Context: an optimization exercise on an open-source flow, tuned for small area and a short achievable clock period. The choices shown serve that exercise and are no tape-out recipe.
Function was checked by simulation only, so behaviour that the tests miss may differ from the original.
No activity file was given, so power comes from the tool's default toggle rates.

<file path="flow/config.mk">
export PLATFORM = sky130hd
export DESIGN_NAME = c6288_top
export DESIGN_NICKNAME = c6288_top
export VERILOG_FILES = /design/flow/design.v
export SDC_FILE = /design/flow/constraint.sdc
export NUM_CORES = 4
export LEC_CHECK = 0
export CAP_MARGIN = 20
export CORE_MARGIN = 2
export CORE_UTILIZATION = 40
export SLEW_MARGIN = 20
export SYNTH_HIERARCHICAL = 1
export SYNTH_MINIMUM_KEEP_SIZE = 0
</file>
<file path="flow/constraint.sdc">
create_clock -name core_clock -period 15.0 [get_ports {clk}]
set_input_delay 3.0000 -clock core_clock [delete_from_list [all_inputs] [get_ports {clk}]]
set_output_delay 3.0000 -clock core_clock [all_outputs]
set_load 0.01 [all_outputs]
</file>
<file path="flow/design.v">
module c6288 (
  input  [15:0] a,
  input  [15:0] b,
  output [31:0] p
);
  wire pp1;
  wire pp2;
  wire pp3;
  wire pp4;
  wire pp5;
  wire pp6;
  wire pp7;
  wire pp8;
  wire pp9;
  wire pp10;
  wire pp11;
  wire pp12;
  wire pp13;
  wire pp14;
  wire pp15;
  wire pp16;
  wire pp17;
  wire pp18;
  wire pp19;
  wire pp20;
  wire pp21;
  wire pp22;
  wire pp23;
  wire pp24;
  wire pp25;
  wire pp26;
  wire pp27;
  wire pp28;
  wire pp29;
  wire pp30;
  wire pp31;
  wire pp32;
  wire pp33;
  wire pp34;
  wire pp35;
  wire pp36;
  wire pp37;
  wire pp38;
  wire pp39;
  wire pp40;
  wire pp41;
  wire pp42;
  wire pp43;
  wire pp44;
  wire pp45;
  wire pp46;
  wire pp47;
  wire pp48;
  wire pp49;
  wire pp50;
  wire pp51;
  wire pp52;
  wire pp53;
  wire pp54;
  wire pp55;
  wire pp56;
  wire pp57;
  wire pp58;
  wire pp59;
  wire pp60;
  wire pp61;
  wire pp62;
  wire pp63;
  wire pp64;
  wire pp65;
  wire pp66;
  wire pp67;
  wire pp68;
  wire pp69;
  wire pp70;
  wire pp71;
  wire pp72;
  wire pp73;
  wire pp74;
  wire pp75;
  wire pp76;
  wire pp77;
  wire pp78;
  wire pp79;
  wire pp80;
  wire pp81;
  wire pp82;
  wire pp83;
  wire pp84;
  wire pp85;
  wire pp86;
  wire pp87;
  wire pp88;
  wire pp89;
  wire pp90;
  wire pp91;
  wire pp92;
  wire pp93;
  wire pp94;
  wire pp95;
  wire pp96;
  wire pp97;
  wire pp98;
  wire pp99;
  wire pp100;
  wire pp101;
  wire pp102;
  wire pp103;
  wire pp104;
  wire pp105;
  wire pp106;
  wire pp107;
  wire pp108;
  wire pp109;
  wire pp110;
  wire pp111;
  wire pp112;
  wire pp113;
  wire pp114;
  wire pp115;
  wire pp116;
  wire pp117;
  wire pp118;
  wire pp119;
  wire pp120;
  wire pp121;
  wire pp122;
  wire pp123;
  wire pp124;
  wire pp125;
  wire pp126;
  wire pp127;
  wire pp128;
  wire pp129;
  wire pp130;
  wire pp131;
  wire pp132;
  wire pp133;
  wire pp134;
  wire pp135;
  wire pp136;
  wire pp137;
  wire pp138;
  wire pp139;
  wire pp140;
  wire pp141;
  wire pp142;
  wire pp143;
  wire pp144;
  wire pp145;
  wire pp146;
  wire pp147;
  wire pp148;
  wire pp149;
  wire pp150;
  wire pp151;
  wire pp152;
  wire pp153;
  wire pp154;
  wire pp155;
  wire pp156;
  wire pp157;
  wire pp158;
  wire pp159;
  wire pp160;
  wire pp161;
  wire pp162;
  wire pp163;
  wire pp164;
  wire pp165;
  wire pp166;
  wire pp167;
  wire pp168;
  wire pp169;
  wire pp170;
  wire pp171;
  wire pp172;
  wire pp173;
  wire pp174;
  wire pp175;
  wire pp176;
  wire pp177;
  wire pp178;
  wire pp179;
  wire pp180;
  wire pp181;
  wire pp182;
  wire pp183;
  wire pp184;
  wire pp185;
  wire pp186;
  wire pp187;
  wire pp188;
  wire pp189;
  wire pp190;
  wire pp191;
  wire pp192;
  wire pp193;
  wire pp194;
  wire pp195;
  wire pp196;
  wire pp197;
  wire pp198;
  wire pp199;
  wire pp200;
  wire pp201;
  wire pp202;
  wire pp203;
  wire pp204;
  wire pp205;
  wire pp206;
  wire pp207;
  wire pp208;
  wire pp209;
  wire pp210;
  wire pp211;
  wire pp212;
  wire pp213;
  wire pp214;
  wire pp215;
  wire pp216;
  wire pp217;
  wire pp218;
  wire pp219;
  wire pp220;
  wire pp221;
  wire pp222;
  wire pp223;
  wire pp224;
  wire pp225;
  wire pp226;
  wire pp227;
  wire pp228;
  wire pp229;
  wire pp230;
  wire pp231;
  wire pp232;
  wire pp233;
  wire pp234;
  wire pp235;
  wire pp236;
  wire pp237;
  wire pp238;
  wire pp239;
  wire pp240;
  wire pp241;
  wire pp242;
  wire pp243;
  wire pp244;
  wire pp245;
  wire pp246;
  wire pp247;
  wire pp248;
  wire pp249;
  wire pp250;
  wire pp251;
  wire pp252;
  wire pp253;
  wire pp254;
  wire pp255;
  wire pp256;
  wire s257;
  wire c258;
  wire s259;
  wire c260;
  wire s261;
  wire c262;
  wire s263;
  wire c264;
  wire s265;
  wire c266;
  wire s267;
  wire c268;
  wire s269;
  wire c270;
  wire s271;
  wire c272;
  wire s273;
  wire c274;
  wire s275;
  wire c276;
  wire s277;
  wire c278;
  wire s279;
  wire c280;
  wire s281;
  wire c282;
  wire s283;
  wire c284;
  wire s285;
  wire c286;
  wire s287;
  wire c288;
  wire s289;
  wire c290;
  wire s291;
  wire c292;
  wire s293;
  wire c294;
  wire s295;
  wire c296;
  wire s297;
  wire c298;
  wire s299;
  wire c300;
  wire s301;
  wire c302;
  wire s303;
  wire c304;
  wire s305;
  wire c306;
  wire s307;
  wire c308;
  wire s309;
  wire c310;
  wire s311;
  wire c312;
  wire s313;
  wire c314;
  wire s315;
  wire c316;
  wire s317;
  wire c318;
  wire s319;
  wire c320;
  wire s321;
  wire c322;
  wire s323;
  wire c324;
  wire s325;
  wire c326;
  wire s327;
  wire c328;
  wire s329;
  wire c330;
  wire s331;
  wire c332;
  wire s333;
  wire c334;
  wire s335;
  wire c336;
  wire s337;
  wire c338;
  wire s339;
  wire c340;
  wire s341;
  wire c342;
  wire s343;
  wire c344;
  wire s345;
  wire c346;
  wire s347;
  wire c348;
  wire s349;
  wire c350;
  wire s351;
  wire c352;
  wire s353;
  wire c354;
  wire s355;
  wire c356;
  wire s357;
  wire c358;
  wire s359;
  wire c360;
  wire s361;
  wire c362;
  wire s363;
  wire c364;
  wire s365;
  wire c366;
  wire s367;
  wire c368;
  wire s369;
  wire c370;
  wire s371;
  wire c372;
  wire s373;
  wire c374;
  wire s375;
  wire c376;
  wire s377;
  wire c378;
  wire s379;
  wire c380;
  wire s381;
  wire c382;
  wire s383;
  wire c384;
  wire s385;
  wire c386;
  wire s387;
  wire c388;
  wire s389;
  wire c390;
  wire s391;
  wire c392;
  wire s393;
  wire c394;
  wire s395;
  wire c396;
  wire s397;
  wire c398;
  wire s399;
  wire c400;
  wire s401;
  wire c402;
  wire s403;
  wire c404;
  wire s405;
  wire c406;
  wire s407;
  wire c408;
  wire s409;
  wire c410;
  wire s411;
  wire c412;
  wire s413;
  wire c414;
  wire s415;
  wire c416;
  wire s417;
  wire c418;
  wire s419;
  wire c420;
  wire s421;
  wire c422;
  wire s423;
  wire c424;
  wire s425;
  wire c426;
  wire s427;
  wire c428;
  wire s429;
  wire c430;
  wire s431;
  wire c432;
  wire s433;
  wire c434;
  wire s435;
  wire c436;
  wire s437;
  wire c438;
  wire s439;
  wire c440;
  wire s441;
  wire c442;
  wire s443;
  wire c444;
  wire s445;
  wire c446;
  wire s447;
  wire c448;
  wire s449;
  wire c450;
  wire s451;
  wire c452;
  wire s453;
  wire c454;
  wire s455;
  wire c456;
  wire s457;
  wire c458;
  wire s459;
  wire c460;
  wire s461;
  wire c462;
  wire s463;
  wire c464;
  wire s465;
  wire c466;
  wire s467;
  wire c468;
  wire s469;
  wire c470;
  wire s471;
  wire c472;
  wire s473;
  wire c474;
  wire s475;
  wire c476;
  wire s477;
  wire c478;
  wire s479;
  wire c480;
  wire s481;
  wire c482;
  wire s483;
  wire c484;
  wire s485;
  wire c486;
  wire s487;
  wire c488;
  wire s489;
  wire c490;
  wire s491;
  wire c492;
  wire s493;
  wire c494;
  wire s495;
  wire c496;
  wire s497;
  wire c498;
  wire s499;
  wire c500;
  wire s501;
  wire c502;
  wire s503;
  wire c504;
  wire s505;
  wire c506;
  wire s507;
  wire c508;
  wire s509;
  wire c510;
  wire s511;
  wire c512;
  wire s513;
  wire c514;
  wire s515;
  wire c516;
  wire s517;
  wire c518;
  wire s519;
  wire c520;
  wire s521;
  wire c522;
  wire s523;
  wire c524;
  wire s525;
  wire c526;
  wire s527;
  wire c528;
  wire s529;
  wire c530;
  wire s531;
  wire c532;
  wire s533;
  wire c534;
  wire s535;
  wire c536;
  wire s537;
  wire c538;
  wire s539;
  wire c540;
  wire s541;
  wire c542;
  wire s543;
  wire c544;
  wire s545;
  wire c546;
  wire s547;
  wire c548;
  wire s549;
  wire c550;
  wire s551;
  wire c552;
  wire s553;
  wire c554;
  wire s555;
  wire c556;
  wire s557;
  wire c558;
  wire s559;
  wire c560;
  wire s561;
  wire c562;
  wire s563;
  wire c564;
  wire s565;
  wire c566;
  wire s567;
  wire c568;
  wire s569;
  wire c570;
  wire s571;
  wire c572;
  wire s573;
  wire c574;
  wire s575;
  wire c576;
  wire s577;
  wire c578;
  wire s579;
  wire c580;
  wire s581;
  wire c582;
  wire s583;
  wire c584;
  wire s585;
  wire c586;
  wire s587;
  wire c588;
  wire s589;
  wire c590;
  wire s591;
  wire c592;
  wire s593;
  wire c594;
  wire s595;
  wire c596;
  wire s597;
  wire c598;
  wire s599;
  wire c600;
  wire s601;
  wire c602;
  wire s603;
  wire c604;
  wire s605;
  wire c606;
  wire s607;
  wire c608;
  wire s609;
  wire c610;
  wire s611;
  wire c612;
  wire s613;
  wire c614;
  wire s615;
  wire c616;
  wire s617;
  wire c618;
  wire s619;
  wire c620;
  wire s621;
  wire c622;
  wire s623;
  wire c624;
  wire s625;
  wire c626;
  wire s627;
  wire c628;
  wire s629;
  wire c630;
  wire s631;
  wire c632;
  wire s633;
  wire c634;
  wire s635;
  wire c636;
  wire s637;
  wire c638;
  wire s639;
  wire c640;
  wire s641;
  wire c642;
  wire s643;
  wire c644;
  wire s645;
  wire c646;
  wire s647;
  wire c648;
  wire s649;
  wire c650;
  wire s651;
  wire c652;
  wire s653;
  wire c654;
  wire s655;
  wire c656;
  wire s657;
  wire c658;
  wire s659;
  wire c660;
  wire s661;
  wire c662;
  wire s663;
  wire c664;
  wire s665;
  wire c666;
  wire s667;
  wire c668;
  wire s669;
  wire c670;
  wire s671;
  wire c672;
  wire s673;
  wire c674;
  wire s675;
  wire c676;
  assign pp1 = ~(a[0] & b[0]);
  assign pp2 = ~(a[1] & b[0]);
  assign pp3 = ~(a[2] & b[0]);
  assign pp4 = ~(a[3] & b[0]);
  assign pp5 = ~(a[4] & b[0]);
  assign pp6 = ~(a[5] & b[0]);
  assign pp7 = ~(a[6] & b[0]);
  assign pp8 = ~(a[7] & b[0]);
  assign pp9 = ~(a[8] & b[0]);
  assign pp10 = ~(a[9] & b[0]);
  assign pp11 = ~(a[10] & b[0]);
  assign pp12 = ~(a[11] & b[0]);
  assign pp13 = ~(a[12] & b[0]);
  assign pp14 = ~(a[13] & b[0]);
  assign pp15 = ~(a[14] & b[0]);
  assign pp16 = ~(a[15] & b[0]);
  assign pp17 = ~(a[0] & b[1]);
  assign pp18 = ~(a[1] & b[1]);
  assign pp19 = ~(a[2] & b[1]);
  assign pp20 = ~(a[3] & b[1]);
  assign pp21 = ~(a[4] & b[1]);
  assign pp22 = ~(a[5] & b[1]);
  assign pp23 = ~(a[6] & b[1]);
  assign pp24 = ~(a[7] & b[1]);
  assign pp25 = ~(a[8] & b[1]);
  assign pp26 = ~(a[9] & b[1]);
  assign pp27 = ~(a[10] & b[1]);
  assign pp28 = ~(a[11] & b[1]);
  assign pp29 = ~(a[12] & b[1]);
  assign pp30 = ~(a[13] & b[1]);
  assign pp31 = ~(a[14] & b[1]);
  assign pp32 = ~(a[15] & b[1]);
  assign pp33 = ~(a[0] & b[2]);
  assign pp34 = ~(a[1] & b[2]);
  assign pp35 = ~(a[2] & b[2]);
  assign pp36 = ~(a[3] & b[2]);
  assign pp37 = ~(a[4] & b[2]);
  assign pp38 = ~(a[5] & b[2]);
  assign pp39 = ~(a[6] & b[2]);
  assign pp40 = ~(a[7] & b[2]);
  assign pp41 = ~(a[8] & b[2]);
  assign pp42 = ~(a[9] & b[2]);
  assign pp43 = ~(a[10] & b[2]);
  assign pp44 = ~(a[11] & b[2]);
  assign pp45 = ~(a[12] & b[2]);
  assign pp46 = ~(a[13] & b[2]);
  assign pp47 = ~(a[14] & b[2]);
  assign pp48 = ~(a[15] & b[2]);
  assign pp49 = ~(a[0] & b[3]);
  assign pp50 = ~(a[1] & b[3]);
  assign pp51 = ~(a[2] & b[3]);
  assign pp52 = ~(a[3] & b[3]);
  assign pp53 = ~(a[4] & b[3]);
  assign pp54 = ~(a[5] & b[3]);
  assign pp55 = ~(a[6] & b[3]);
  assign pp56 = ~(a[7] & b[3]);
  assign pp57 = ~(a[8] & b[3]);
  assign pp58 = ~(a[9] & b[3]);
  assign pp59 = ~(a[10] & b[3]);
  assign pp60 = ~(a[11] & b[3]);
  assign pp61 = ~(a[12] & b[3]);
  assign pp62 = ~(a[13] & b[3]);
  assign pp63 = ~(a[14] & b[3]);
  assign pp64 = ~(a[15] & b[3]);
  assign pp65 = ~(a[0] & b[4]);
  assign pp66 = ~(a[1] & b[4]);
  assign pp67 = ~(a[2] & b[4]);
  assign pp68 = ~(a[3] & b[4]);
  assign pp69 = ~(a[4] & b[4]);
  assign pp70 = ~(a[5] & b[4]);
  assign pp71 = ~(a[6] & b[4]);
  assign pp72 = ~(a[7] & b[4]);
  assign pp73 = ~(a[8] & b[4]);
  assign pp74 = ~(a[9] & b[4]);
  assign pp75 = ~(a[10] & b[4]);
  assign pp76 = ~(a[11] & b[4]);
  assign pp77 = ~(a[12] & b[4]);
  assign pp78 = ~(a[13] & b[4]);
  assign pp79 = ~(a[14] & b[4]);
  assign pp80 = ~(a[15] & b[4]);
  assign pp81 = ~(a[0] & b[5]);
  assign pp82 = ~(a[1] & b[5]);
  assign pp83 = ~(a[2] & b[5]);
  assign pp84 = ~(a[3] & b[5]);
  assign pp85 = ~(a[4] & b[5]);
  assign pp86 = ~(a[5] & b[5]);
  assign pp87 = ~(a[6] & b[5]);
  assign pp88 = ~(a[7] & b[5]);
  assign pp89 = ~(a[8] & b[5]);
  assign pp90 = ~(a[9] & b[5]);
  assign pp91 = ~(a[10] & b[5]);
  assign pp92 = ~(a[11] & b[5]);
  assign pp93 = ~(a[12] & b[5]);
  assign pp94 = ~(a[13] & b[5]);
  assign pp95 = ~(a[14] & b[5]);
  assign pp96 = ~(a[15] & b[5]);
  assign pp97 = ~(a[0] & b[6]);
  assign pp98 = ~(a[1] & b[6]);
  assign pp99 = ~(a[2] & b[6]);
  assign pp100 = ~(a[3] & b[6]);
  assign pp101 = ~(a[4] & b[6]);
  assign pp102 = ~(a[5] & b[6]);
  assign pp103 = ~(a[6] & b[6]);
  assign pp104 = ~(a[7] & b[6]);
  assign pp105 = ~(a[8] & b[6]);
  assign pp106 = ~(a[9] & b[6]);
  assign pp107 = ~(a[10] & b[6]);
  assign pp108 = ~(a[11] & b[6]);
  assign pp109 = ~(a[12] & b[6]);
  assign pp110 = ~(a[13] & b[6]);
  assign pp111 = ~(a[14] & b[6]);
  assign pp112 = ~(a[15] & b[6]);
  assign pp113 = ~(a[0] & b[7]);
  assign pp114 = ~(a[1] & b[7]);
  assign pp115 = ~(a[2] & b[7]);
  assign pp116 = ~(a[3] & b[7]);
  assign pp117 = ~(a[4] & b[7]);
  assign pp118 = ~(a[5] & b[7]);
  assign pp119 = ~(a[6] & b[7]);
  assign pp120 = ~(a[7] & b[7]);
  assign pp121 = ~(a[8] & b[7]);
  assign pp122 = ~(a[9] & b[7]);
  assign pp123 = ~(a[10] & b[7]);
  assign pp124 = ~(a[11] & b[7]);
  assign pp125 = ~(a[12] & b[7]);
  assign pp126 = ~(a[13] & b[7]);
  assign pp127 = ~(a[14] & b[7]);
  assign pp128 = ~(a[15] & b[7]);
  assign pp129 = ~(a[0] & b[8]);
  assign pp130 = ~(a[1] & b[8]);
  assign pp131 = ~(a[2] & b[8]);
  assign pp132 = ~(a[3] & b[8]);
  assign pp133 = ~(a[4] & b[8]);
  assign pp134 = ~(a[5] & b[8]);
  assign pp135 = ~(a[6] & b[8]);
  assign pp136 = ~(a[7] & b[8]);
  assign pp137 = ~(a[8] & b[8]);
  assign pp138 = ~(a[9] & b[8]);
  assign pp139 = ~(a[10] & b[8]);
  assign pp140 = ~(a[11] & b[8]);
  assign pp141 = ~(a[12] & b[8]);
  assign pp142 = ~(a[13] & b[8]);
  assign pp143 = ~(a[14] & b[8]);
  assign pp144 = ~(a[15] & b[8]);
  assign pp145 = ~(a[0] & b[9]);
  assign pp146 = ~(a[1] & b[9]);
  assign pp147 = ~(a[2] & b[9]);
  assign pp148 = ~(a[3] & b[9]);
  assign pp149 = ~(a[4] & b[9]);
  assign pp150 = ~(a[5] & b[9]);
  assign pp151 = ~(a[6] & b[9]);
  assign pp152 = ~(a[7] & b[9]);
  assign pp153 = ~(a[8] & b[9]);
  assign pp154 = ~(a[9] & b[9]);
  assign pp155 = ~(a[10] & b[9]);
  assign pp156 = ~(a[11] & b[9]);
  assign pp157 = ~(a[12] & b[9]);
  assign pp158 = ~(a[13] & b[9]);
  assign pp159 = ~(a[14] & b[9]);
  assign pp160 = ~(a[15] & b[9]);
  assign pp161 = ~(a[0] & b[10]);
  assign pp162 = ~(a[1] & b[10]);
  assign pp163 = ~(a[2] & b[10]);
  assign pp164 = ~(a[3] & b[10]);
  assign pp165 = ~(a[4] & b[10]);
  assign pp166 = ~(a[5] & b[10]);
  assign pp167 = ~(a[6] & b[10]);
  assign pp168 = ~(a[7] & b[10]);
  assign pp169 = ~(a[8] & b[10]);
  assign pp170 = ~(a[9] & b[10]);
  assign pp171 = ~(a[10] & b[10]);
  assign pp172 = ~(a[11] & b[10]);
  assign pp173 = ~(a[12] & b[10]);
  assign pp174 = ~(a[13] & b[10]);
  assign pp175 = ~(a[14] & b[10]);
  assign pp176 = ~(a[15] & b[10]);
  assign pp177 = ~(a[0] & b[11]);
  assign pp178 = ~(a[1] & b[11]);
  assign pp179 = ~(a[2] & b[11]);
  assign pp180 = ~(a[3] & b[11]);
  assign pp181 = ~(a[4] & b[11]);
  assign pp182 = ~(a[5] & b[11]);
  assign pp183 = ~(a[6] & b[11]);
  assign pp184 = ~(a[7] & b[11]);
  assign pp185 = ~(a[8] & b[11]);
  assign pp186 = ~(a[9] & b[11]);
  assign pp187 = ~(a[10] & b[11]);
  assign pp188 = ~(a[11] & b[11]);
  assign pp189 = ~(a[12] & b[11]);
  assign pp190 = ~(a[13] & b[11]);
  assign pp191 = ~(a[14] & b[11]);
  assign pp192 = ~(a[15] & b[11]);
  assign pp193 = ~(a[0] & b[12]);
  assign pp194 = ~(a[1] & b[12]);
  assign pp195 = ~(a[2] & b[12]);
  assign pp196 = ~(a[3] & b[12]);
  assign pp197 = ~(a[4] & b[12]);
  assign pp198 = ~(a[5] & b[12]);
  assign pp199 = ~(a[6] & b[12]);
  assign pp200 = ~(a[7] & b[12]);
  assign pp201 = ~(a[8] & b[12]);
  assign pp202 = ~(a[9] & b[12]);
  assign pp203 = ~(a[10] & b[12]);
  assign pp204 = ~(a[11] & b[12]);
  assign pp205 = ~(a[12] & b[12]);
  assign pp206 = ~(a[13] & b[12]);
  assign pp207 = ~(a[14] & b[12]);
  assign pp208 = ~(a[15] & b[12]);
  assign pp209 = ~(a[0] & b[13]);
  assign pp210 = ~(a[1] & b[13]);
  assign pp211 = ~(a[2] & b[13]);
  assign pp212 = ~(a[3] & b[13]);
  assign pp213 = ~(a[4] & b[13]);
  assign pp214 = ~(a[5] & b[13]);
  assign pp215 = ~(a[6] & b[13]);
  assign pp216 = ~(a[7] & b[13]);
  assign pp217 = ~(a[8] & b[13]);
  assign pp218 = ~(a[9] & b[13]);
  assign pp219 = ~(a[10] & b[13]);
  assign pp220 = ~(a[11] & b[13]);
  assign pp221 = ~(a[12] & b[13]);
  assign pp222 = ~(a[13] & b[13]);
  assign pp223 = ~(a[14] & b[13]);
  assign pp224 = ~(a[15] & b[13]);
  assign pp225 = ~(a[0] & b[14]);
  assign pp226 = ~(a[1] & b[14]);
  assign pp227 = ~(a[2] & b[14]);
  assign pp228 = ~(a[3] & b[14]);
  assign pp229 = ~(a[4] & b[14]);
  assign pp230 = ~(a[5] & b[14]);
  assign pp231 = ~(a[6] & b[14]);
  assign pp232 = ~(a[7] & b[14]);
  assign pp233 = ~(a[8] & b[14]);
  assign pp234 = ~(a[9] & b[14]);
  assign pp235 = ~(a[10] & b[14]);
  assign pp236 = ~(a[11] & b[14]);
  assign pp237 = ~(a[12] & b[14]);
  assign pp238 = ~(a[13] & b[14]);
  assign pp239 = ~(a[14] & b[14]);
  assign pp240 = ~(a[15] & b[14]);
  assign pp241 = ~(a[0] & b[15]);
  assign pp242 = ~(a[1] & b[15]);
  assign pp243 = ~(a[2] & b[15]);
  assign pp244 = ~(a[3] & b[15]);
  assign pp245 = ~(a[4] & b[15]);
  assign pp246 = ~(a[5] & b[15]);
  assign pp247 = ~(a[6] & b[15]);
  assign pp248 = ~(a[7] & b[15]);
  assign pp249 = ~(a[8] & b[15]);
  assign pp250 = ~(a[9] & b[15]);
  assign pp251 = ~(a[10] & b[15]);
  assign pp252 = ~(a[11] & b[15]);
  assign pp253 = ~(a[12] & b[15]);
  assign pp254 = ~(a[13] & b[15]);
  assign pp255 = ~(a[14] & b[15]);
  assign pp256 = ~(a[15] & b[15]);
  assign s257 = ~(pp104 ^ pp119);
  assign c258 = pp104 | pp119;
  mul_fa us259 (.a(pp105), .b(pp120), .c(pp135), .s(s259), .co(c260));
  assign s261 = ~(pp15 ^ pp150);
  assign c262 = pp15 | pp150;
  mul_fa us263 (.a(pp106), .b(pp121), .c(pp136), .s(s263), .co(c264));
  mul_fa us265 (.a(pp151), .b(pp16), .c(pp166), .s(s265), .co(c266));
  assign s267 = ~(pp181 ^ pp196);
  assign c268 = pp181 | pp196;
  mul_fa us269 (.a(pp107), .b(pp122), .c(pp137), .s(s269), .co(c270));
  mul_fa us271 (.a(pp152), .b(pp167), .c(pp182), .s(s271), .co(c272));
  assign s273 = ~(pp197 ^ pp212);
  assign c274 = pp197 | pp212;
  mul_fa us275 (.a(pp108), .b(pp123), .c(pp138), .s(s275), .co(c276));
  mul_fa us277 (.a(pp153), .b(pp168), .c(pp183), .s(s277), .co(c278));
  mul_fa us279 (.a(pp109), .b(pp124), .c(pp139), .s(s279), .co(c280));
  assign s281 = ~(pp10 ^ pp100);
  assign c282 = pp10 | pp100;
  mul_fa us283 (.a(pp101), .b(pp11), .c(pp116), .s(s283), .co(c284));
  assign s285 = ~(pp131 ^ pp146);
  assign c286 = pp131 | pp146;
  mul_fa us287 (.a(pp102), .b(pp117), .c(pp12), .s(s287), .co(c288));
  mul_fa us289 (.a(pp132), .b(pp147), .c(pp162), .s(s289), .co(c290));
  assign s291 = ~(pp177 ^ pp27);
  assign c292 = pp177 | pp27;
  mul_fa us293 (.a(pp103), .b(pp118), .c(pp13), .s(s293), .co(c294));
  mul_fa us295 (.a(pp133), .b(pp148), .c(pp163), .s(s295), .co(c296));
  mul_fa us297 (.a(pp178), .b(pp193), .c(pp28), .s(s297), .co(c298));
  assign s299 = ~(pp43 ^ pp58);
  assign c300 = pp43 | pp58;
  mul_fa us301 (.a(pp134), .b(pp14), .c(pp149), .s(s301), .co(c302));
  mul_fa us303 (.a(pp164), .b(pp179), .c(pp194), .s(s303), .co(c304));
  mul_fa us305 (.a(pp209), .b(pp29), .c(pp44), .s(s305), .co(c306));
  mul_fa us307 (.a(pp59), .b(pp74), .c(pp89), .s(s307), .co(c308));
  mul_fa us309 (.a(pp165), .b(pp180), .c(pp195), .s(s309), .co(c310));
  mul_fa us311 (.a(pp210), .b(pp225), .c(pp30), .s(s311), .co(c312));
  mul_fa us313 (.a(pp45), .b(pp60), .c(pp75), .s(s313), .co(c314));
  mul_fa us315 (.a(pp90), .b(c258), .c(s261), .s(s315), .co(c316));
  mul_fa us317 (.a(pp211), .b(pp226), .c(pp241), .s(s317), .co(c318));
  mul_fa us319 (.a(pp31), .b(pp46), .c(pp61), .s(s319), .co(c320));
  mul_fa us321 (.a(pp76), .b(pp91), .c(c262), .s(s321), .co(c322));
  mul_fa us323 (.a(s267), .b(c260), .c(s263), .s(s323), .co(c324));
  mul_fa us325 (.a(pp227), .b(pp242), .c(pp32), .s(s325), .co(c326));
  mul_fa us327 (.a(pp47), .b(pp62), .c(pp77), .s(s327), .co(c328));
  mul_fa us329 (.a(pp92), .b(c268), .c(s273), .s(s329), .co(c330));
  mul_fa us331 (.a(c264), .b(c266), .c(s269), .s(s331), .co(c332));
  mul_fa us333 (.a(pp198), .b(pp213), .c(pp228), .s(s333), .co(c334));
  mul_fa us335 (.a(pp243), .b(pp48), .c(pp63), .s(s335), .co(c336));
  mul_fa us337 (.a(pp78), .b(pp93), .c(c274), .s(s337), .co(c338));
  mul_fa us339 (.a(c270), .b(c272), .c(s275), .s(s339), .co(c340));
  mul_fa us341 (.a(pp154), .b(pp169), .c(pp184), .s(s341), .co(c342));
  mul_fa us343 (.a(pp199), .b(pp214), .c(pp229), .s(s343), .co(c344));
  mul_fa us345 (.a(pp244), .b(pp64), .c(pp79), .s(s345), .co(c346));
  mul_fa us347 (.a(pp94), .b(c276), .c(c278), .s(s347), .co(c348));
  mul_fa us349 (.a(pp110), .b(pp125), .c(pp140), .s(s349), .co(c350));
  mul_fa us351 (.a(pp155), .b(pp170), .c(pp185), .s(s351), .co(c352));
  mul_fa us353 (.a(pp200), .b(pp215), .c(pp230), .s(s353), .co(c354));
  mul_fa us355 (.a(pp245), .b(pp80), .c(pp95), .s(s355), .co(c356));
  mul_fa us357 (.a(pp111), .b(pp126), .c(pp141), .s(s357), .co(c358));
  mul_fa us359 (.a(pp156), .b(pp171), .c(pp186), .s(s359), .co(c360));
  mul_fa us361 (.a(pp201), .b(pp216), .c(pp231), .s(s361), .co(c362));
  mul_fa us363 (.a(pp112), .b(pp127), .c(pp142), .s(s363), .co(c364));
  mul_fa us365 (.a(pp157), .b(pp172), .c(pp187), .s(s365), .co(c366));
  mul_fa us367 (.a(pp128), .b(pp143), .c(pp158), .s(s367), .co(c368));
  assign s369 = ~(pp22 ^ pp37);
  assign c370 = pp22 | pp37;
  mul_fa us371 (.a(pp113), .b(pp23), .c(pp38), .s(s371), .co(c372));
  assign s373 = ~(pp53 ^ pp68);
  assign c374 = pp53 | pp68;
  mul_fa us375 (.a(pp114), .b(pp129), .c(pp24), .s(s375), .co(c376));
  mul_fa us377 (.a(pp39), .b(pp54), .c(pp69), .s(s377), .co(c378));
  assign s379 = ~(pp84 ^ pp9);
  assign c380 = pp84 | pp9;
  mul_fa us381 (.a(pp115), .b(pp130), .c(pp145), .s(s381), .co(c382));
  mul_fa us383 (.a(pp25), .b(pp40), .c(pp55), .s(s383), .co(c384));
  mul_fa us385 (.a(pp70), .b(pp85), .c(s281), .s(s385), .co(c386));
  mul_fa us387 (.a(pp161), .b(pp26), .c(pp41), .s(s387), .co(c388));
  mul_fa us389 (.a(pp56), .b(pp71), .c(pp86), .s(s389), .co(c390));
  mul_fa us391 (.a(c282), .b(s285), .c(s283), .s(s391), .co(c392));
  mul_fa us393 (.a(pp42), .b(pp57), .c(pp72), .s(s393), .co(c394));
  mul_fa us395 (.a(pp87), .b(c286), .c(s291), .s(s395), .co(c396));
  mul_fa us397 (.a(c284), .b(s287), .c(s289), .s(s397), .co(c398));
  mul_fa us399 (.a(pp73), .b(pp88), .c(c292), .s(s399), .co(c400));
  mul_fa us401 (.a(s299), .b(c288), .c(c290), .s(s401), .co(c402));
  mul_fa us403 (.a(s293), .b(s295), .c(s297), .s(s403), .co(c404));
  mul_fa us405 (.a(c300), .b(s257), .c(c294), .s(s405), .co(c406));
  mul_fa us407 (.a(c296), .b(c298), .c(s301), .s(s407), .co(c408));
  mul_fa us409 (.a(s303), .b(s305), .c(s307), .s(s409), .co(c410));
  mul_fa us411 (.a(c302), .b(c304), .c(c306), .s(s411), .co(c412));
  mul_fa us413 (.a(c308), .b(s259), .c(s309), .s(s413), .co(c414));
  mul_fa us415 (.a(s311), .b(s313), .c(s315), .s(s415), .co(c416));
  mul_fa us417 (.a(c310), .b(c312), .c(c314), .s(s417), .co(c418));
  mul_fa us419 (.a(s265), .b(s317), .c(s319), .s(s419), .co(c420));
  mul_fa us421 (.a(c316), .b(s321), .c(s323), .s(s421), .co(c422));
  mul_fa us423 (.a(c318), .b(c320), .c(s271), .s(s423), .co(c424));
  mul_fa us425 (.a(s325), .b(s327), .c(c322), .s(s425), .co(c426));
  mul_fa us427 (.a(s329), .b(c324), .c(s331), .s(s427), .co(c428));
  mul_fa us429 (.a(c326), .b(c328), .c(s277), .s(s429), .co(c430));
  mul_fa us431 (.a(s333), .b(s335), .c(c330), .s(s431), .co(c432));
  mul_fa us433 (.a(s337), .b(c332), .c(s339), .s(s433), .co(c434));
  mul_fa us435 (.a(c334), .b(c336), .c(s279), .s(s435), .co(c436));
  mul_fa us437 (.a(s341), .b(s343), .c(s345), .s(s437), .co(c438));
  mul_fa us439 (.a(c338), .b(c340), .c(s347), .s(s439), .co(c440));
  mul_fa us441 (.a(c280), .b(c342), .c(c344), .s(s441), .co(c442));
  mul_fa us443 (.a(c346), .b(s349), .c(s351), .s(s443), .co(c444));
  mul_fa us445 (.a(s353), .b(s355), .c(c348), .s(s445), .co(c446));
  mul_fa us447 (.a(pp246), .b(pp96), .c(c350), .s(s447), .co(c448));
  mul_fa us449 (.a(c352), .b(c354), .c(c356), .s(s449), .co(c450));
  mul_fa us451 (.a(s357), .b(s359), .c(s361), .s(s451), .co(c452));
  mul_fa us453 (.a(pp202), .b(pp217), .c(pp232), .s(s453), .co(c454));
  mul_fa us455 (.a(pp247), .b(c358), .c(c360), .s(s455), .co(c456));
  mul_fa us457 (.a(c362), .b(s363), .c(s365), .s(s457), .co(c458));
  mul_fa us459 (.a(pp173), .b(pp188), .c(pp203), .s(s459), .co(c460));
  mul_fa us461 (.a(pp218), .b(pp233), .c(pp248), .s(s461), .co(c462));
  mul_fa us463 (.a(c364), .b(c366), .c(s367), .s(s463), .co(c464));
  mul_fa us465 (.a(pp144), .b(pp159), .c(pp174), .s(s465), .co(c466));
  mul_fa us467 (.a(pp189), .b(pp204), .c(pp219), .s(s467), .co(c468));
  mul_fa us469 (.a(pp234), .b(pp249), .c(c368), .s(s469), .co(c470));
  mul_fa us471 (.a(pp160), .b(pp175), .c(pp190), .s(s471), .co(c472));
  mul_fa us473 (.a(pp205), .b(pp220), .c(pp235), .s(s473), .co(c474));
  mul_fa us475 (.a(pp176), .b(pp191), .c(pp206), .s(s475), .co(c476));
  assign s477 = ~(pp20 ^ pp35);
  assign c478 = pp20 | pp35;
  mul_fa us479 (.a(pp21), .b(pp36), .c(pp51), .s(s479), .co(c480));
  assign s481 = ~(pp6 ^ pp66);
  assign c482 = pp6 | pp66;
  mul_fa us483 (.a(pp52), .b(pp67), .c(pp7), .s(s483), .co(c484));
  mul_fa us485 (.a(pp82), .b(pp97), .c(s369), .s(s485), .co(c486));
  mul_fa us487 (.a(pp8), .b(pp83), .c(pp98), .s(s487), .co(c488));
  mul_fa us489 (.a(c370), .b(s373), .c(s371), .s(s489), .co(c490));
  mul_fa us491 (.a(pp99), .b(c374), .c(s379), .s(s491), .co(c492));
  mul_fa us493 (.a(c372), .b(s375), .c(s377), .s(s493), .co(c494));
  mul_fa us495 (.a(c380), .b(c376), .c(c378), .s(s495), .co(c496));
  mul_fa us497 (.a(s381), .b(s383), .c(s385), .s(s497), .co(c498));
  mul_fa us499 (.a(c382), .b(c384), .c(s387), .s(s499), .co(c500));
  mul_fa us501 (.a(s389), .b(c386), .c(s391), .s(s501), .co(c502));
  mul_fa us503 (.a(c388), .b(c390), .c(s393), .s(s503), .co(c504));
  mul_fa us505 (.a(s395), .b(c392), .c(s397), .s(s505), .co(c506));
  mul_fa us507 (.a(c394), .b(c396), .c(s399), .s(s507), .co(c508));
  mul_fa us509 (.a(c398), .b(s401), .c(s403), .s(s509), .co(c510));
  mul_fa us511 (.a(c400), .b(c402), .c(c404), .s(s511), .co(c512));
  mul_fa us513 (.a(s405), .b(s407), .c(s409), .s(s513), .co(c514));
  mul_fa us515 (.a(c406), .b(c408), .c(c410), .s(s515), .co(c516));
  mul_fa us517 (.a(s411), .b(s413), .c(s415), .s(s517), .co(c518));
  mul_fa us519 (.a(c412), .b(c414), .c(s417), .s(s519), .co(c520));
  mul_fa us521 (.a(s419), .b(c416), .c(s421), .s(s521), .co(c522));
  mul_fa us523 (.a(c418), .b(c420), .c(s423), .s(s523), .co(c524));
  mul_fa us525 (.a(s425), .b(c422), .c(s427), .s(s525), .co(c526));
  mul_fa us527 (.a(c424), .b(s429), .c(c426), .s(s527), .co(c528));
  mul_fa us529 (.a(s431), .b(c428), .c(s433), .s(s529), .co(c530));
  mul_fa us531 (.a(c430), .b(s435), .c(s437), .s(s531), .co(c532));
  mul_fa us533 (.a(c432), .b(c434), .c(s439), .s(s533), .co(c534));
  mul_fa us535 (.a(c436), .b(c438), .c(s441), .s(s535), .co(c536));
  mul_fa us537 (.a(s443), .b(c440), .c(s445), .s(s537), .co(c538));
  mul_fa us539 (.a(c442), .b(c444), .c(s447), .s(s539), .co(c540));
  mul_fa us541 (.a(s449), .b(s451), .c(c446), .s(s541), .co(c542));
  mul_fa us543 (.a(s453), .b(c448), .c(c450), .s(s543), .co(c544));
  mul_fa us545 (.a(c452), .b(s455), .c(s457), .s(s545), .co(c546));
  mul_fa us547 (.a(c454), .b(s459), .c(s461), .s(s547), .co(c548));
  mul_fa us549 (.a(c456), .b(c458), .c(s463), .s(s549), .co(c550));
  mul_fa us551 (.a(c460), .b(c462), .c(s465), .s(s551), .co(c552));
  mul_fa us553 (.a(s467), .b(c464), .c(s469), .s(s553), .co(c554));
  mul_fa us555 (.a(pp250), .b(c466), .c(c468), .s(s555), .co(c556));
  mul_fa us557 (.a(s471), .b(s473), .c(c470), .s(s557), .co(c558));
  mul_fa us559 (.a(pp221), .b(pp236), .c(pp251), .s(s559), .co(c560));
  mul_fa us561 (.a(c472), .b(c474), .c(s475), .s(s561), .co(c562));
  mul_fa us563 (.a(pp192), .b(pp207), .c(pp222), .s(s563), .co(c564));
  mul_fa us565 (.a(pp237), .b(pp252), .c(c476), .s(s565), .co(c566));
  mul_fa us567 (.a(pp208), .b(pp223), .c(pp238), .s(s567), .co(c568));
  assign s569 = ~(pp19 ^ pp34);
  assign c570 = pp19 | pp34;
  mul_fa us571 (.a(pp5), .b(pp50), .c(pp65), .s(s571), .co(c572));
  mul_fa us573 (.a(pp81), .b(c478), .c(s481), .s(s573), .co(c574));
  mul_fa us575 (.a(c482), .b(c480), .c(s483), .s(s575), .co(c576));
  mul_fa us577 (.a(c484), .b(s487), .c(c486), .s(s577), .co(c578));
  mul_fa us579 (.a(c488), .b(s491), .c(c490), .s(s579), .co(c580));
  mul_fa us581 (.a(c492), .b(c494), .c(s495), .s(s581), .co(c582));
  mul_fa us583 (.a(c496), .b(s499), .c(c498), .s(s583), .co(c584));
  mul_fa us585 (.a(c500), .b(s503), .c(c502), .s(s585), .co(c586));
  mul_fa us587 (.a(c504), .b(s507), .c(c506), .s(s587), .co(c588));
  mul_fa us589 (.a(c508), .b(c510), .c(s511), .s(s589), .co(c590));
  mul_fa us591 (.a(c512), .b(c514), .c(s515), .s(s591), .co(c592));
  mul_fa us593 (.a(c516), .b(s519), .c(c518), .s(s593), .co(c594));
  mul_fa us595 (.a(c520), .b(s523), .c(c522), .s(s595), .co(c596));
  mul_fa us597 (.a(c524), .b(s527), .c(c526), .s(s597), .co(c598));
  mul_fa us599 (.a(c528), .b(s531), .c(c530), .s(s599), .co(c600));
  mul_fa us601 (.a(c532), .b(s535), .c(c534), .s(s601), .co(c602));
  mul_fa us603 (.a(c536), .b(s539), .c(c538), .s(s603), .co(c604));
  mul_fa us605 (.a(c540), .b(s543), .c(s545), .s(s605), .co(c606));
  mul_fa us607 (.a(s547), .b(c544), .c(c546), .s(s607), .co(c608));
  mul_fa us609 (.a(c548), .b(s551), .c(c550), .s(s609), .co(c610));
  mul_fa us611 (.a(c552), .b(s555), .c(c554), .s(s611), .co(c612));
  mul_fa us613 (.a(s559), .b(c556), .c(s561), .s(s613), .co(c614));
  mul_fa us615 (.a(c560), .b(s563), .c(c562), .s(s615), .co(c616));
  mul_fa us617 (.a(pp253), .b(c564), .c(s567), .s(s617), .co(c618));
  mul_fa us619 (.a(pp224), .b(pp239), .c(pp254), .s(s619), .co(c620));
  assign s621 = ~(pp18 ^ pp3);
  assign c622 = pp18 | pp3;
  mul_fa us623 (.a(pp4), .b(pp49), .c(s569), .s(s623), .co(c624));
  mul_fa us625 (.a(c570), .b(s477), .c(s571), .s(s625), .co(c626));
  mul_fa us627 (.a(c572), .b(s479), .c(s573), .s(s627), .co(c628));
  mul_fa us629 (.a(c574), .b(s485), .c(s575), .s(s629), .co(c630));
  mul_fa us631 (.a(c576), .b(s489), .c(s577), .s(s631), .co(c632));
  mul_fa us633 (.a(s493), .b(c578), .c(s579), .s(s633), .co(c634));
  mul_fa us635 (.a(s497), .b(c580), .c(s581), .s(s635), .co(c636));
  mul_fa us637 (.a(c582), .b(s501), .c(s583), .s(s637), .co(c638));
  mul_fa us639 (.a(s505), .b(c584), .c(s585), .s(s639), .co(c640));
  mul_fa us641 (.a(s509), .b(c586), .c(s587), .s(s641), .co(c642));
  mul_fa us643 (.a(s513), .b(c588), .c(s589), .s(s643), .co(c644));
  mul_fa us645 (.a(s517), .b(c590), .c(s591), .s(s645), .co(c646));
  mul_fa us647 (.a(c592), .b(s521), .c(s593), .s(s647), .co(c648));
  mul_fa us649 (.a(s525), .b(c594), .c(s595), .s(s649), .co(c650));
  mul_fa us651 (.a(s529), .b(c596), .c(s597), .s(s651), .co(c652));
  mul_fa us653 (.a(s533), .b(c598), .c(s599), .s(s653), .co(c654));
  mul_fa us655 (.a(s537), .b(c600), .c(s601), .s(s655), .co(c656));
  mul_fa us657 (.a(s541), .b(c602), .c(s603), .s(s657), .co(c658));
  mul_fa us659 (.a(c542), .b(s605), .c(c604), .s(s659), .co(c660));
  mul_fa us661 (.a(s549), .b(c606), .c(s607), .s(s661), .co(c662));
  mul_fa us663 (.a(s553), .b(c608), .c(s609), .s(s663), .co(c664));
  mul_fa us665 (.a(s557), .b(c610), .c(s611), .s(s665), .co(c666));
  mul_fa us667 (.a(c558), .b(s613), .c(c612), .s(s667), .co(c668));
  mul_fa us669 (.a(s565), .b(c614), .c(s615), .s(s669), .co(c670));
  mul_fa us671 (.a(c566), .b(s617), .c(c616), .s(s671), .co(c672));
  mul_fa us673 (.a(c568), .b(s619), .c(c618), .s(s673), .co(c674));
  mul_fa us675 (.a(pp240), .b(pp255), .c(c620), .s(s675), .co(c676));
  wire [31:0] x = {1'b1, pp256, s675, s673, c670, s669, c666, c664, c662, s661, c658, c656, c654, c652, c650, c648, c646, c644, c642, c640, c638, c636, c634, c632, c630, c628, c626, c624, c622, pp33, pp17, pp1};
  wire [31:0] y = {1'b1, c676, c674, c672, s671, c668, s667, s665, s663, c660, s659, s657, s655, s653, s651, s649, s647, s645, s643, s641, s639, s637, s635, s633, s631, s629, s627, s625, s623, s621, pp2, 1'b1};
  wire [31:0] g0 = x & y;
  wire [31:0] p0 = x ^ y;
  wire nc0 = g0[0] | p0[0];
  wire G0_1 = g0[1] | (p0[1] & nc0);
  wire P0_1 = p0[1] & p0[0];
  wire G0_3 = g0[3] | (p0[3] & g0[2]);
  wire P0_3 = p0[3] & p0[2];
  wire G0_5 = g0[5] | (p0[5] & g0[4]);
  wire P0_5 = p0[5] & p0[4];
  wire G0_7 = g0[7] | (p0[7] & g0[6]);
  wire P0_7 = p0[7] & p0[6];
  wire G0_9 = g0[9] | (p0[9] & g0[8]);
  wire P0_9 = p0[9] & p0[8];
  wire G0_11 = g0[11] | (p0[11] & g0[10]);
  wire P0_11 = p0[11] & p0[10];
  wire G0_13 = g0[13] | (p0[13] & g0[12]);
  wire P0_13 = p0[13] & p0[12];
  wire G0_15 = g0[15] | (p0[15] & g0[14]);
  wire P0_15 = p0[15] & p0[14];
  wire G0_17 = g0[17] | (p0[17] & g0[16]);
  wire P0_17 = p0[17] & p0[16];
  wire G0_19 = g0[19] | (p0[19] & g0[18]);
  wire P0_19 = p0[19] & p0[18];
  wire G0_21 = g0[21] | (p0[21] & g0[20]);
  wire P0_21 = p0[21] & p0[20];
  wire G0_23 = g0[23] | (p0[23] & g0[22]);
  wire P0_23 = p0[23] & p0[22];
  wire G0_25 = g0[25] | (p0[25] & g0[24]);
  wire P0_25 = p0[25] & p0[24];
  wire G0_27 = g0[27] | (p0[27] & g0[26]);
  wire P0_27 = p0[27] & p0[26];
  wire G0_29 = g0[29] | (p0[29] & g0[28]);
  wire P0_29 = p0[29] & p0[28];
  wire G0_31 = g0[31] | (p0[31] & g0[30]);
  wire P0_31 = p0[31] & p0[30];
  wire G1_2 = g0[2] | (p0[2] & G0_1);
  wire P1_2 = p0[2] & P0_1;
  wire G1_3 = G0_3 | (P0_3 & G0_1);
  wire P1_3 = P0_3 & P0_1;
  wire G1_6 = g0[6] | (p0[6] & G0_5);
  wire P1_6 = p0[6] & P0_5;
  wire G1_7 = G0_7 | (P0_7 & G0_5);
  wire P1_7 = P0_7 & P0_5;
  wire G1_10 = g0[10] | (p0[10] & G0_9);
  wire P1_10 = p0[10] & P0_9;
  wire G1_11 = G0_11 | (P0_11 & G0_9);
  wire P1_11 = P0_11 & P0_9;
  wire G1_14 = g0[14] | (p0[14] & G0_13);
  wire P1_14 = p0[14] & P0_13;
  wire G1_15 = G0_15 | (P0_15 & G0_13);
  wire P1_15 = P0_15 & P0_13;
  wire G1_18 = g0[18] | (p0[18] & G0_17);
  wire P1_18 = p0[18] & P0_17;
  wire G1_19 = G0_19 | (P0_19 & G0_17);
  wire P1_19 = P0_19 & P0_17;
  wire G1_22 = g0[22] | (p0[22] & G0_21);
  wire P1_22 = p0[22] & P0_21;
  wire G1_23 = G0_23 | (P0_23 & G0_21);
  wire P1_23 = P0_23 & P0_21;
  wire G1_26 = g0[26] | (p0[26] & G0_25);
  wire P1_26 = p0[26] & P0_25;
  wire G1_27 = G0_27 | (P0_27 & G0_25);
  wire P1_27 = P0_27 & P0_25;
  wire G1_30 = g0[30] | (p0[30] & G0_29);
  wire P1_30 = p0[30] & P0_29;
  wire G1_31 = G0_31 | (P0_31 & G0_29);
  wire P1_31 = P0_31 & P0_29;
  wire G2_4 = g0[4] | (p0[4] & G1_3);
  wire P2_4 = p0[4] & P1_3;
  wire G2_5 = G0_5 | (P0_5 & G1_3);
  wire P2_5 = P0_5 & P1_3;
  wire G2_6 = G1_6 | (P1_6 & G1_3);
  wire P2_6 = P1_6 & P1_3;
  wire G2_7 = G1_7 | (P1_7 & G1_3);
  wire P2_7 = P1_7 & P1_3;
  wire G2_12 = g0[12] | (p0[12] & G1_11);
  wire P2_12 = p0[12] & P1_11;
  wire G2_13 = G0_13 | (P0_13 & G1_11);
  wire P2_13 = P0_13 & P1_11;
  wire G2_14 = G1_14 | (P1_14 & G1_11);
  wire P2_14 = P1_14 & P1_11;
  wire G2_15 = G1_15 | (P1_15 & G1_11);
  wire P2_15 = P1_15 & P1_11;
  wire G2_20 = g0[20] | (p0[20] & G1_19);
  wire P2_20 = p0[20] & P1_19;
  wire G2_21 = G0_21 | (P0_21 & G1_19);
  wire P2_21 = P0_21 & P1_19;
  wire G2_22 = G1_22 | (P1_22 & G1_19);
  wire P2_22 = P1_22 & P1_19;
  wire G2_23 = G1_23 | (P1_23 & G1_19);
  wire P2_23 = P1_23 & P1_19;
  wire G2_28 = g0[28] | (p0[28] & G1_27);
  wire P2_28 = p0[28] & P1_27;
  wire G2_29 = G0_29 | (P0_29 & G1_27);
  wire P2_29 = P0_29 & P1_27;
  wire G2_30 = G1_30 | (P1_30 & G1_27);
  wire P2_30 = P1_30 & P1_27;
  wire G2_31 = G1_31 | (P1_31 & G1_27);
  wire P2_31 = P1_31 & P1_27;
  wire G3_8 = g0[8] | (p0[8] & G2_7);
  wire P3_8 = p0[8] & P2_7;
  wire G3_9 = G0_9 | (P0_9 & G2_7);
  wire P3_9 = P0_9 & P2_7;
  wire G3_10 = G1_10 | (P1_10 & G2_7);
  wire P3_10 = P1_10 & P2_7;
  wire G3_11 = G1_11 | (P1_11 & G2_7);
  wire P3_11 = P1_11 & P2_7;
  wire G3_12 = G2_12 | (P2_12 & G2_7);
  wire P3_12 = P2_12 & P2_7;
  wire G3_13 = G2_13 | (P2_13 & G2_7);
  wire P3_13 = P2_13 & P2_7;
  wire G3_14 = G2_14 | (P2_14 & G2_7);
  wire P3_14 = P2_14 & P2_7;
  wire G3_15 = G2_15 | (P2_15 & G2_7);
  wire P3_15 = P2_15 & P2_7;
  wire G3_24 = g0[24] | (p0[24] & G2_23);
  wire P3_24 = p0[24] & P2_23;
  wire G3_25 = G0_25 | (P0_25 & G2_23);
  wire P3_25 = P0_25 & P2_23;
  wire G3_26 = G1_26 | (P1_26 & G2_23);
  wire P3_26 = P1_26 & P2_23;
  wire G3_27 = G1_27 | (P1_27 & G2_23);
  wire P3_27 = P1_27 & P2_23;
  wire G3_28 = G2_28 | (P2_28 & G2_23);
  wire P3_28 = P2_28 & P2_23;
  wire G3_29 = G2_29 | (P2_29 & G2_23);
  wire P3_29 = P2_29 & P2_23;
  wire G3_30 = G2_30 | (P2_30 & G2_23);
  wire P3_30 = P2_30 & P2_23;
  wire G3_31 = G2_31 | (P2_31 & G2_23);
  wire P3_31 = P2_31 & P2_23;
  wire G4_16 = g0[16] | (p0[16] & G3_15);
  wire P4_16 = p0[16] & P3_15;
  wire G4_17 = G0_17 | (P0_17 & G3_15);
  wire P4_17 = P0_17 & P3_15;
  wire G4_18 = G1_18 | (P1_18 & G3_15);
  wire P4_18 = P1_18 & P3_15;
  wire G4_19 = G1_19 | (P1_19 & G3_15);
  wire P4_19 = P1_19 & P3_15;
  wire G4_20 = G2_20 | (P2_20 & G3_15);
  wire P4_20 = P2_20 & P3_15;
  wire G4_21 = G2_21 | (P2_21 & G3_15);
  wire P4_21 = P2_21 & P3_15;
  wire G4_22 = G2_22 | (P2_22 & G3_15);
  wire P4_22 = P2_22 & P3_15;
  wire G4_23 = G2_23 | (P2_23 & G3_15);
  wire P4_23 = P2_23 & P3_15;
  wire G4_24 = G3_24 | (P3_24 & G3_15);
  wire P4_24 = P3_24 & P3_15;
  wire G4_25 = G3_25 | (P3_25 & G3_15);
  wire P4_25 = P3_25 & P3_15;
  wire G4_26 = G3_26 | (P3_26 & G3_15);
  wire P4_26 = P3_26 & P3_15;
  wire G4_27 = G3_27 | (P3_27 & G3_15);
  wire P4_27 = P3_27 & P3_15;
  wire G4_28 = G3_28 | (P3_28 & G3_15);
  wire P4_28 = P3_28 & P3_15;
  wire G4_29 = G3_29 | (P3_29 & G3_15);
  wire P4_29 = P3_29 & P3_15;
  wire G4_30 = G3_30 | (P3_30 & G3_15);
  wire P4_30 = P3_30 & P3_15;
  wire G4_31 = G3_31 | (P3_31 & G3_15);
  wire P4_31 = P3_31 & P3_15;
  assign p[0] = p0[0];
  assign p[1] = ~(p0[1] ^ nc0);
  assign p[2] = ~(p0[2] ^ G0_1);
  assign p[3] = ~(p0[3] ^ G1_2);
  assign p[4] = ~(p0[4] ^ G1_3);
  assign p[5] = ~(p0[5] ^ G2_4);
  assign p[6] = ~(p0[6] ^ G2_5);
  assign p[7] = ~(p0[7] ^ G2_6);
  assign p[8] = ~(p0[8] ^ G2_7);
  assign p[9] = ~(p0[9] ^ G3_8);
  assign p[10] = ~(p0[10] ^ G3_9);
  assign p[11] = ~(p0[11] ^ G3_10);
  assign p[12] = ~(p0[12] ^ G3_11);
  assign p[13] = ~(p0[13] ^ G3_12);
  assign p[14] = ~(p0[14] ^ G3_13);
  assign p[15] = ~(p0[15] ^ G3_14);
  assign p[16] = ~(p0[16] ^ G3_15);
  assign p[17] = ~(p0[17] ^ G4_16);
  assign p[18] = ~(p0[18] ^ G4_17);
  assign p[19] = ~(p0[19] ^ G4_18);
  assign p[20] = ~(p0[20] ^ G4_19);
  assign p[21] = ~(p0[21] ^ G4_20);
  assign p[22] = ~(p0[22] ^ G4_21);
  assign p[23] = ~(p0[23] ^ G4_22);
  assign p[24] = ~(p0[24] ^ G4_23);
  assign p[25] = ~(p0[25] ^ G4_24);
  assign p[26] = ~(p0[26] ^ G4_25);
  assign p[27] = ~(p0[27] ^ G4_26);
  assign p[28] = ~(p0[28] ^ G4_27);
  assign p[29] = ~(p0[29] ^ G4_28);
  assign p[30] = ~(p0[30] ^ G4_29);
  assign p[31] = ~(p0[31] ^ G4_30);
endmodule
module mul_fa (input a, input b, input c, output s, output co);
  assign s  = a ^ b ^ c;
  assign co = (a & b) | (a & c) | (b & c);
endmodule
module mul_ha (input a, input b, output s, output co);
  assign s  = a ^ b;
  assign co = a & b;
endmodule
module c6288_top (
  input         clk,
  input  [15:0] a,
  input  [15:0] b,
  output [31:0] p
);
  reg  [15:0] a_q;
  reg  [15:0] b_q;
  reg  [31:0] p_q;
  wire [31:0] prod;
  always @(posedge clk) begin
    a_q <= a;
    b_q <= b;
    p_q <= prod;
  end
  assign p = p_q;
  c6288 u_mul (.a(a_q), .b(b_q), .p(prod));
endmodule
</file>
<file path="flow/run.sh">
#!/bin/bash
# synth_recipe.tcl (not shown) runs the flow's synth.tcl, then flattens the netlist and writes it again
# the make line also repeats each setting of config.mk as NAME=value (left out here)
make -C /OpenROAD-flow-scripts/flow DESIGN_CONFIG=/design/flow/config.mk WORK_HOME=/design/flow/orfs CLKGATE_MAP_FILE= SYNTH_SCRIPT=/design/flow/synth_recipe.tcl finish
</file>
==> impl_metrics.yaml, run 1 <==
status:
  outcome: "complete, no violations"
critical_path:
  path_cells: "nand2_1 > fa_1 > fa_1 > fa_1 > fa_1 > fa_1 > fa_1 > ha_1 > nand3_1 > nor2_1 > nand4_1 > a21oi_2 > o21ai_2 > o21a_1 > o21ba_1"
  worst-endpoint-required_ns: 15.24
  cpMaxStageDelayCell: "dfxtp_1"
  cp.buffers_inverters: 0
  startpoint_type: "register"
  crit_family: "adder cells"
  crit_fanout: 16
  critPathMostFrequentCell: "fa_1"
  arrival_ns: 5.89
  critPathKind: "reg -> reg"
  cp-end-kind: "register"
  slowest_delay_ns: 0.78
power_and_ir_drop:
  finalPower_mw: 2.325
  ir_drop_v: 0.0002122
  power_density_nw_per_um2: 252.5
  leakagePower_nw: 3.381
cts:
  post-cts-setup-buffer-count: 0
  cts_hold_buffers: 0
  htreeDepth: 3
  cts_tree: "built"
  cts.sinks: 64
  post_cts_resize_count: 0
  cts_buffer_depth: 2
  clk_latency_ns: 0.35
  clk_pin_slew_ns: 0.06
  numCtsBuffers: 9
  cts_root_buf: "clkbuf_16"
timing:
  hold_viol: 0
  fmax_mhz: 176.9
  final-max-slew-violation-count: 0
  rsz0062_at_grt: "false"
  min_period_over_period_pct: 37.69
  tns_ns: 0
  skew_ns: 0.009596
  slew_headroom_pct: 45.06
  period_needed_ns: 5.653
  setup_viol: 0
  hold_ws_ns: 0.8036
  worstMarginPinSlew_ns: 0.8230
placement:
  io_buffers: 64
  place_area_sq_um: 8904
  hpwlAfterDp_um: 14960
  gp_congestion: 0.8230
finish:
  fill_cells: 1891
  utilization_pct: 46.86
  antenna_cells: 0
  area_delta_synth_final_pct: 13.96
  num-nets-final: 1092
  regArea_sq_um: 1281
  multi_input_area_sq_um: 6485
  postLayoutCellArea_sq_um: 9210
  drive_above_1_share_pct: 4.390
routing:
  drt_iter0_drc: 274
  vias_per_cell: 5.149
  wire_per_inst_um: 18.18
  ant_nets: 0
  routed_wl_um: 19720
  vias: 5587
  drt-pass1-iter-count: 5
  route.detailed.drc: 0
floorplan:
  fp.dieH_um: 146.1
  die_area_sq_um: 21360
  fp.coreArea_sq_um: 19650
  rows: 51
  start_util_pct: 41.12
  fp.dieW_um: 146.1
  ioPinCount: 65
global_route:
  grt_max_degree: 17
  grt-ovfl-total: 0
  grt_pass1_wl_um: 31630
  grt.total_usage_pct: 19.12
  antenna_found_initial: 0
  first_global_vias: 5904
synth:
  yosysWarnings: 7
  ys_types: 45
  syn_area_per_cell_sq_um: 10.37
  synth_area_sq_um: 8082
  synthFlopType: "dfxtp_1"
  synth-edff-count: 0
  postSynthCellCount: 779
  async_flop_share_pct: 0
  synth_seq_area_share_pct: 15.85
  syn_nets: 1056
  synth_seq_cells: 64
hold_path:
  min_path_type: "reg -> reg"
job:
  maxCapViolCount: 0
## Yosys stat by module, one instance, submodules excluded
module,flip-flops and latches,cells
c6288_top,64,64
mul_fa,0,1
c6288,0,520
## metrics by stage
step	instances	setup WS, ns
4_1_cts	1085	9.380
3_3_place_gp	1069	9.505
6_report	1085	9.347
5_1_grt	1085	9.119
2_1_floorplan	779	9.840
3_5_place_dp	1069	9.414
## worst reg2reg max path, cell delays in order, from the launching register on
cell,delay (ns)
dfxtp_1,0.78
nand2_1,0.17
fa_1,0.48
fa_1,0.55
fa_1,0.44
fa_1,0.43
fa_1,0.51
fa_1,0.41
ha_1,0.40
nand3_1,0.11
nor2_1,0.27
nand4_1,0.15
a21oi_2,0.29
o21ai_2,0.17
o21a_1,0.20
o21ba_1,0.18
## cells by family after synthesis
kind of cell | count (synthesis) | synth area share [%]
AOI/OAI and AO/OA | 59 | 5.280
adders and majority gates | 244 | 56.26
DFF | 64 | 15.85
xor gates and xnor gates | 19 | 2.059
and+or+nand+nor | 309 | 16.40
buffers and inverters | 82 | 3.902
muxes | 2 | 0.2477
## sequential cells by signal, indices dropped and copies added, names as in the netlist
register / flops
b_q: 16
a_q: 16
p_q: 32
## final timing paths
| kind | slack, ns | depth (start not counted) | startpoint | to |
|---|---|---|---|---|
| setup reg to reg | 9.35 | 15 | a_q[11]$_DFF_P_ | p_q[31]$_DFF_P_ |
| setup / recovery | 9.35 | 15 | a_q[11]$_DFF_P_ | p_q[31]$_DFF_P_ |
| hold reg to reg | 0.80 | 1 | b_q[0]$_DFF_P_ | p_q[0]$_DFF_P_ |
| hold / removal | 0.80 | 1 | b_q[0]$_DFF_P_ | p_q[0]$_DFF_P_ |
## power breakdown
part           leakage [nW]  switching [mW]  total (mW)  internal (mW)
Combinational          2.70           0.990        1.82          0.830
Clock                 0.145          0.0866       0.220          0.134
Sequential            0.540          0.0350       0.285          0.250
## routing by layer
metal  vias to the layer above  part of all wire (%)  track usage (%)  wire, um
met1                      2888                    43            26.15      8576
li1                       2496                     -                -         -
met4                         0                   2.1            6.505       420
met2                       181                    49            31.01      9688
met5                         -                     0                0         0
met3                        22                   5.3            3.344      1038
## final cells by class
cell class | count | area share (%)
Clock buffer | 10 | 2.595
Clock inverter | 6 | 0.7336
Inverter | 42 | 1.712
Multi-Input combinational cell | 633 | 70.41
Sequential cell | 64 | 13.91
Tap cell | 265 | 3.600
Timing Repair Buffer | 65 | 7.037
## cell usage after synthesis, types with 2 or more instances
master    instances  area (sq um)
dfxtp_1          64          1281
o21ai_2           3         26.28
nand3_1           9         45.04
and3_2            2         15.01
xor2_1            5         43.79
a21oi_1          18         90.09
nor3_1            3         15.01
or3_1             2         12.51
nand2_1         234         878.3
nor2_1           13         48.80
mux2i_1           2         20.02
a21oi_2           2         17.52
o21a_1            5         37.54
clkbuf_1         39         146.4
and2_1           33         206.5
xnor2_1          14         122.6
o211ai_1          4         30.03
o21ai_0           7         35.03
fa_1            199          3984
nand2b_1          5         31.28
inv_1            41         153.9
o21ai_1           4         20.02
ha_1             45         563.0
a21o_1            3         22.52
o31ai_2           2         25.02
nor2_2            2         12.51
## placed cells by master, fill, tap and decap left out, types with 4 or more instances in the layout
| master | instances |
|---|---|
| nor2_1 | 13 |
| nand2_1 | 234 |
| dfxtp_1 | 64 |
| a21oi_1 | 18 |
| clkbuf_16 | 9 |
| xor2_1 | 5 |
| ha_1 | 45 |
| o21ai_1 | 4 |
| clkdlybuf4s50_1 | 64 |
| fa_1 | 199 |
| o211ai_1 | 4 |
| nand3_1 | 9 |
| o21a_1 | 5 |
| xnor2_1 | 14 |
| and2_1 | 33 |
| o21ai_0 | 7 |
| nand2b_1 | 5 |
| inv_1 | 41 |
==> run 2, diff against run 1 <==
==> flow/flow/run.sh (new file) <==
#!/bin/bash
# Layout flow: the standard flow (standard synthesis unchanged), with
# small port buffers and timing repair aimed at a tighter setup target than
# the clock period needs. The clock period and constraints are unchanged.
set -uo pipefail
source flow/params.sh
bash standard.sh \
  SETUP_SLACK_MARGIN=$SETUP_MARGIN \
  MATCH_CELL_FOOTPRINT=0 \
  "BUFFER_PORTS_ARGS=-buffer_cell $PORT_BUF" \
  $EXTRA finish > standard.log 2>&1
st=$?
cp orfs/logs/sky130hd/c6288_top/base/*.log . 2>/dev/null
exit $st
==> flow/flow/params.sh (new file) <==
SETUP_MARGIN=0
PORT_BUF=sky130_fd_sc_hd__buf_1
EXTRA=""
==> flow/standard.sh (new file) <==
#!/bin/bash
# synth_recipe.tcl (not shown) runs the flow's synth.tcl, then flattens the netlist and writes it again
# the make line also repeats each setting of config.mk as NAME=value (left out here)
make -C /OpenROAD-flow-scripts/flow DESIGN_CONFIG=/design/flow/config.mk WORK_HOME=/design/flow/orfs CLKGATE_MAP_FILE= SYNTH_SCRIPT=/design/flow/synth_recipe.tcl "${@:-finish}"
removed: flow/run.sh
==> run 2 against run 1 <==
- sequential power about the same
- final cell count stayed put
- flip-flop and latch count is the same
- core utilization fell by 1.9 points
- critical path type unchanged
- combinational power fell by 3%
- wire length up 0.75%
- first-iteration DRC count is 15% higher
- clock skew shrank 0.0029 ns
- highest routed layer unchanged
- die area did not move
- hold slack worse by 0.090 ns
==> impl_metrics.yaml, run 2 <==
synth:
  synth_area_sq_um: 8082
  synth_seq_cells: 64
  ys_types: 45
  synth_simple_gate_area_share_pct: 16.40
  synth_top_area_share_pct: 49.30
  synth_fa_ha_area_share_pct: 56.26
  synth_seq_area_share_pct: 15.85
  synth-compound-area-share_pct: 5.279
  postSynthCellCount: 779
routing:
  ant_nets: 0
  wire_per_inst_um: 18.32
  vias: 5613
  routed_wl_um: 19870
  drt-met1-wl_um: 8737
  dr_wl_met3_um: 981
cts:
  post_cts_resize_count: 0
  htreeDepth: 3
  cts_tree: "built"
  clk_pin_slew_ns: 0.06
  cts_buffer_depth: 2
critical_path:
  slowest_delay_ns: 0.76
  cp-end-kind: "register"
  startpoint_type: "register"
  critPathKind: "reg -> reg"
  arrival_ns: 5.87
  worst-endpoint-required_ns: 15.23
  path_cells: "nand2_1 > fa_1 > fa_1 > fa_1 > fa_1 > fa_1 > fa_1 > ha_1 > a211oi_2 > nor2_2 > nor4_4 > o311ai_4 > o21ai_2 > o21a_1 > o21ba_1"
  cp.buffers_inverters: 0
status:
  outcome: "complete, no violations"
placement:
  gp_congestion: 0.8509
timing:
  fmax_mhz: 177.2
  min_period_over_period_pct: 37.62
  rsz0062_at_grt: "false"
  tns_ns: 0
  worstMarginPinSlew_ns: 0.8347
  slew_headroom_pct: 44.27
  period_needed_ns: 5.643
finish:
  layout_common_cells: "nand2_1 (234), fa_1 (199), dfxtp_1 (64), buf_1 (64), ha_1 (45)"
  largest_reg_flops: 32
  area_delta_synth_final_pct: 9.274
  num-nets-final: 1093
global_route:
  antenna_found_initial: 0
  grt-ovfl-total: 0
  grt_pass1_wl_um: 32590
power_and_ir_drop:
  ir_drop_v: 0.0002177
  power_density_nw_per_um2: 258.4
  leakagePower_nw: 3.221
floorplan:
  rows: 51
  fp.coreArea_sq_um: 19650
-- run 2: cell types whose count changed in the layout (fill, tap and decap cells not counted) --
cell,before,now
inv_6,1,0
clkdlybuf4s50_1,64,0
buf_1,0,64
buf_4,1,2
clkinvlp_4,2,1
bufinv_16,1,2
-- run 2: worst paths after layout --
path | from | endpoint | slack [ns] | depth (start not counted)
worst max register to register | b_q[6]$_DFF_P_ | p_q[31]$_DFF_P_ | 9.36 | 15
worst min register to register | a_q[0]$_DFF_P_ | p_q[0]$_DFF_P_ | 0.71 | 2
worst max-delay path | b_q[6]$_DFF_P_ | p_q[31]$_DFF_P_ | 9.36 | 15
worst min-delay path | a_q[0]$_DFF_P_ | p_q[0]$_DFF_P_ | 0.71 | 2
-- run 2: Yosys stat by module (local to each module, per instance) --
module     times used  area (sq um)  flip-flops and latches
mul_fa            195         20.02                       0
c6288               1          2897                       0
c6288_top           1          1281                      64
-- run 2: cells by family (layout without fill, tap and decap cells) --
kind of cell / Yosys count / after routing
buffers and inverters: 82 / 123
XOR/XNOR: 19 / 19
multiplexers: 2 / 2
adder cells (fa/ha/maj): 244 / 244
flip-flops: 64 / 64
AND/OR/NAND/NOR: 309 / 309
AO/OA/AOI/OAI: 59 / 59
-- run 2: area by class of cell --
type                            count  area [sq um]
Clock buffer                       10         239.0
Multi-Input combinational cell    633          6485
Timing Repair Buffer               66         255.2
Clock inverter                      5         81.33
Sequential cell                    64          1281
Inverter                           42         157.7
Fill cell                        1900         10820
Tap cell                          265         331.6
-- run 2: power by group --
| part | switching [mW] | internal [mW] |
|---|---|---|
| clock network | 0.0804 | 0.149 |
| logic | 0.994 | 0.775 |
| registers | 0.0337 | 0.250 |
| total | 1.11 | 1.17 |
-- run 2: per-layer routing --
metal | up-vias | global-route usage, %
met2 | 157 | 32.50
met3 | 22 | 3.313
met4 | 0 | 5.680
met5 | - | 0
li1 | 2503 | -
met1 | 2931 | 26.93
-- run 2: worst reg2reg max path, delay by kind of cell (launching register included) --
family | cells | cell delay (ns)
adder cells (fa/ha/maj) | 7 | 3.27
AO/OA/AOI/OAI | 5 | 1.00
flip-flops | 1 | 0.76
AND/OR/NAND/NOR | 3 | 0.51
-- run 2: per-stage QoR --
stage,hold WS [ns],total power [mW],std cells,utilization (%),instance area [sq um]
6_report,0.7134,2.282,1085,44.93,8831
2_1_floorplan,0.5007,1.722,779,-,8082
3_3_place_gp,0.6992,2.047,1070,43.30,8511
5_1_grt,0.7286,2.548,1085,44.93,8831
3_5_place_dp,0.7077,2.077,1070,43.30,8511
4_1_cts,0.7156,2.317,1085,44.93,8831

Re-timed with assumed drivers on the ports (clkbuf_16 on the clock, buf_2 on other inputs), run 2 has 9.357 ns of setup slack against 9.357 ns with ideal ports, and 9.357 ns once port delays also move by the mid clock arrival of 0.382 ns.
